What follows belongs to an exercise in optimizing a design on an open flow for small area, a short achievable clock period and few clock cycles per item; a production flow would make more cautious choices.
Function was checked by simulation only, so behaviour that the tests miss may differ from the original.

==> run Y: inputs <==
// main
module main (
    input wire [15:0] v, x,
    input wire clk, reset, start,
    output wire done,
    output wire [15:0] final_result
);
==> flow/config.mk <==
export PLATFORM = sky130hd
export DESIGN_NAME = main
export DESIGN_NICKNAME = main
export VERILOG_FILES = /design/flow/design.v
export SDC_FILE = /design/flow/constraint.sdc
export NUM_CORES = 4
export LEC_CHECK = 0
export ABC_AREA = 1
export CAP_MARGIN = 20
export CORE_MARGIN = 2
export CORE_UTILIZATION = 40
export SETUP_SLACK_MARGIN = 3.5
export SLEW_MARGIN = 20
==> flow/constraint.sdc <==
create_clock -name core_clock -period 13.0 [get_ports {clk}]
set_input_delay 2.6000 -clock core_clock [delete_from_list [all_inputs] [get_ports {clk}]]
set_output_delay 2.6000 -clock core_clock [all_outputs]
set_load 0.01 [all_outputs]
standard.sh (not shown) runs the stock make flow with config.mk's settings and CLKGATE_MAP_FILE= SYNTH_SCRIPT=/design/flow/synth_recipe.tcl, a recipe that flattens the netlist after the stock synthesis.
==> flow/flow/run.sh <==
#!/bin/bash
# The standard layout (standard.sh) with two changes:
#  - the ports get plain buf_2 buffers instead of the delay cells buffer_ports
#    picks by default (every port still gets its buffer);
#  - after the standard synthesis, flow/polopt.py chooses the polarity of each
#    full-adder cell (a full adder is self-dual) so that fewer inverters are
#    needed between adder cells, and rebuilds a half adder from plain gates
#    (xnor2, nand2) where its outputs are wanted inverted. Registers and their
#    names are untouched.
# Each tool's output goes to its own log file in this folder.
set -euo pipefail
export BUFFER_PORTS_ARGS="-buffer_cell sky130_fd_sc_hd__buf_2"
RES="$PWD/orfs/results/sky130hd/main/base"
bash standard.sh "$RES/1_2_yosys.v" > synth.log 2>&1
python3 flow/polopt.py "$RES/1_2_yosys.v" "$RES/1_2_yosys_pol.v" > polopt.log 2>&1
mv "$RES/1_2_yosys_pol.v" "$RES/1_2_yosys.v"
bash standard.sh > standard_flow.log 2>&1
Other scripts of this flow, unchanged in this note and not shown: flow/flow/polopt.py
==> run K (differences from run Y) <==
--- a/flow/flow/run.sh
+++ b/flow/flow/run.sh
@@ -1,3 +1,3 @@
 #!/bin/bash
-# The standard layout (standard.sh) with two changes:
+# The standard layout (standard.sh) with three changes:
 #  - the ports get plain buf_2 buffers instead of the delay cells buffer_ports
@@ -7,4 +7,7 @@
 #    needed between adder cells, and rebuilds a half adder from plain gates
-#    (xnor2, nand2) where its outputs are wanted inverted. Registers and their
-#    names are untouched.
+#    (xnor2, nand2) where its outputs are wanted inverted;
+#  - flow/remap.sh maps the plain logic between registers and adder cells
+#    again with an area-oriented ABC script; the timing repair of the layout
+#    steps sizes it afterwards.
+# Registers, adder cells and their names are untouched.
 # Each tool's output goes to its own log file in this folder.
@@ -15,3 +18,5 @@
 python3 flow/polopt.py "$RES/1_2_yosys.v" "$RES/1_2_yosys_pol.v" > polopt.log 2>&1
-mv "$RES/1_2_yosys_pol.v" "$RES/1_2_yosys.v"
+bash flow/remap.sh "$RES/1_2_yosys_pol.v" "$RES/1_2_yosys_remap.v" '+strash;dch;amap;topo;upsize,-c;dnsize,-c' > remap.log 2>&1
+rm -f "$RES/1_2_yosys_pol.v"
+mv "$RES/1_2_yosys_remap.v" "$RES/1_2_yosys.v"
 bash standard.sh > standard_flow.log 2>&1
==> flow/flow/remap.sh (new file) <==
#!/bin/bash
# Maps the synthesized netlist's plain logic again with ABC, keeping every
# register, full adder and half adder instance (and its name) as it is.
# usage: remap.sh IN.v OUT.v ABC_SCRIPT
set -euo pipefail
LIB="$FLOW_HOME/platforms/sky130hd/lib/sky130_fd_sc_hd__tt_025C_1v80.lib"
DONT_USE=""
for c in sky130_fd_sc_hd__lpflow_bleeder_1 sky130_fd_sc_hd__lpflow_clkbufkapwr_1 sky130_fd_sc_hd__lpflow_clkbufkapwr_16 sky130_fd_sc_hd__lpflow_clkbufkapwr_2 sky130_fd_sc_hd__lpflow_clkbufkapwr_4 sky130_fd_sc_hd__lpflow_clkbufkapwr_8 sky130_fd_sc_hd__lpflow_clkinvkapwr_1 sky130_fd_sc_hd__lpflow_clkinvkapwr_16 sky130_fd_sc_hd__lpflow_clkinvkapwr_2 sky130_fd_sc_hd__lpflow_clkinvkapwr_4 sky130_fd_sc_hd__lpflow_clkinvkapwr_8 sky130_fd_sc_hd__lpflow_decapkapwr_12 sky130_fd_sc_hd__lpflow_decapkapwr_3 sky130_fd_sc_hd__lpflow_decapkapwr_4 sky130_fd_sc_hd__lpflow_decapkapwr_6 sky130_fd_sc_hd__lpflow_decapkapwr_8 sky130_fd_sc_hd__lpflow_inputiso0n_1 sky130_fd_sc_hd__lpflow_inputiso0p_1 sky130_fd_sc_hd__lpflow_inputiso1n_1 sky130_fd_sc_hd__lpflow_inputiso1p_1 sky130_fd_sc_hd__lpflow_inputisolatch_1 sky130_fd_sc_hd__lpflow_isobufsrc_1 sky130_fd_sc_hd__lpflow_isobufsrc_16 sky130_fd_sc_hd__lpflow_isobufsrc_2 sky130_fd_sc_hd__lpflow_isobufsrc_4 sky130_fd_sc_hd__lpflow_isobufsrc_8 sky130_fd_sc_hd__lpflow_isobufsrckapwr_16 sky130_fd_sc_hd__lpflow_lsbuf_lh_hl_isowell_tap_1 sky130_fd_sc_hd__lpflow_lsbuf_lh_hl_isowell_tap_2 sky130_fd_sc_hd__lpflow_lsbuf_lh_hl_isowell_tap_4 sky130_fd_sc_hd__lpflow_lsbuf_lh_isowell_4 sky130_fd_sc_hd__lpflow_lsbuf_lh_isowell_tap_1 sky130_fd_sc_hd__lpflow_lsbuf_lh_isowell_tap_2 sky130_fd_sc_hd__lpflow_lsbuf_lh_isowell_tap_4 sky130_fd_sc_hd__probe_p_8 sky130_fd_sc_hd__probec_p_8 ; do DONT_USE="$DONT_USE -dont_use $c"; done
cat > remap.ys <<EOT
read_liberty -ignore_miss_func $LIB
read_verilog $1
hierarchy -top main
setattr -mod -set keep_hierarchy 1 sky130_fd_sc_hd__fa_1 sky130_fd_sc_hd__ha_1 sky130_fd_sc_hd__dfxtp_1 sky130_fd_sc_hd__edfxtp_1 sky130_fd_sc_hd__conb_1
flatten
opt_clean
abc -liberty $LIB $DONT_USE -script $3
opt_clean -purge
select main
write_verilog -selected -noattr -noexpr -nohex -nodec $2
EOT
"$FLOW_HOME/../tools/install/yosys/bin/yosys" -s remap.ys
SETUP_SLACK_MARGIN = 4.0   (was 3.5)
==> impl_metrics.ini <==
[outcome]
status = finished clean

[drt]
drt_iter0_drc = 1186

[critical_path]
crit_required_ps = 13160
cp_common_cell = nand2_1

[synth]
syn_nets = 1970

[floorplan]
core_area_mm2 = 0.0294
Source of the figures above: run Y

==> impl_metrics.ini <==
[outcome]
status = finished clean

[critical_path]
crit_required_ps = 13050

[drt]
drt_iter0_drc = 804

[floorplan]
core_area_mm2 = 0.0253

[clock_network]
clock_path_buffers = 2
Source of the figures above: run K

Testbench counts of run Y, summed over its fixed seeds: cycles 14,400, items 2,400.
Testbench counts of run K, summed over its fixed seeds: cycles 14,400, items 2,400.

## what the ideal ports hide
How much do the figures lean on ideal ports? The routed layouts below were timed once more, with nothing changed but the port constraints. Step 1: set_driving_cell puts a clkbuf_16 on clk and a buf_2 on each other input, an assumption about the parent block. Step 2, shift: input delay + t, output delay - t, t = (earliest + latest rising clock arrival at the registers) / 2. This alone moves slack from input paths to output paths. Slacks: ideal / step 1 / step 2; pairs: ideal / step 1.
| run | t (ns) | slack for setup (ns) | slew at the worst register clock pin (ns) |
|---|---|---|---|
| run Y | 0.338 | 4.191 / 4.191 / 4.163 | 0.08 / 0.08 |
| run K | 0.348 | 4.006 / 4.006 / 3.903 | 0.07 / 0.07 |
After both steps every run listed still meets setup and hold. The setup slack of run K, which loses most, moves by 0.000 ns with the drivers and by -0.103 ns with both steps.
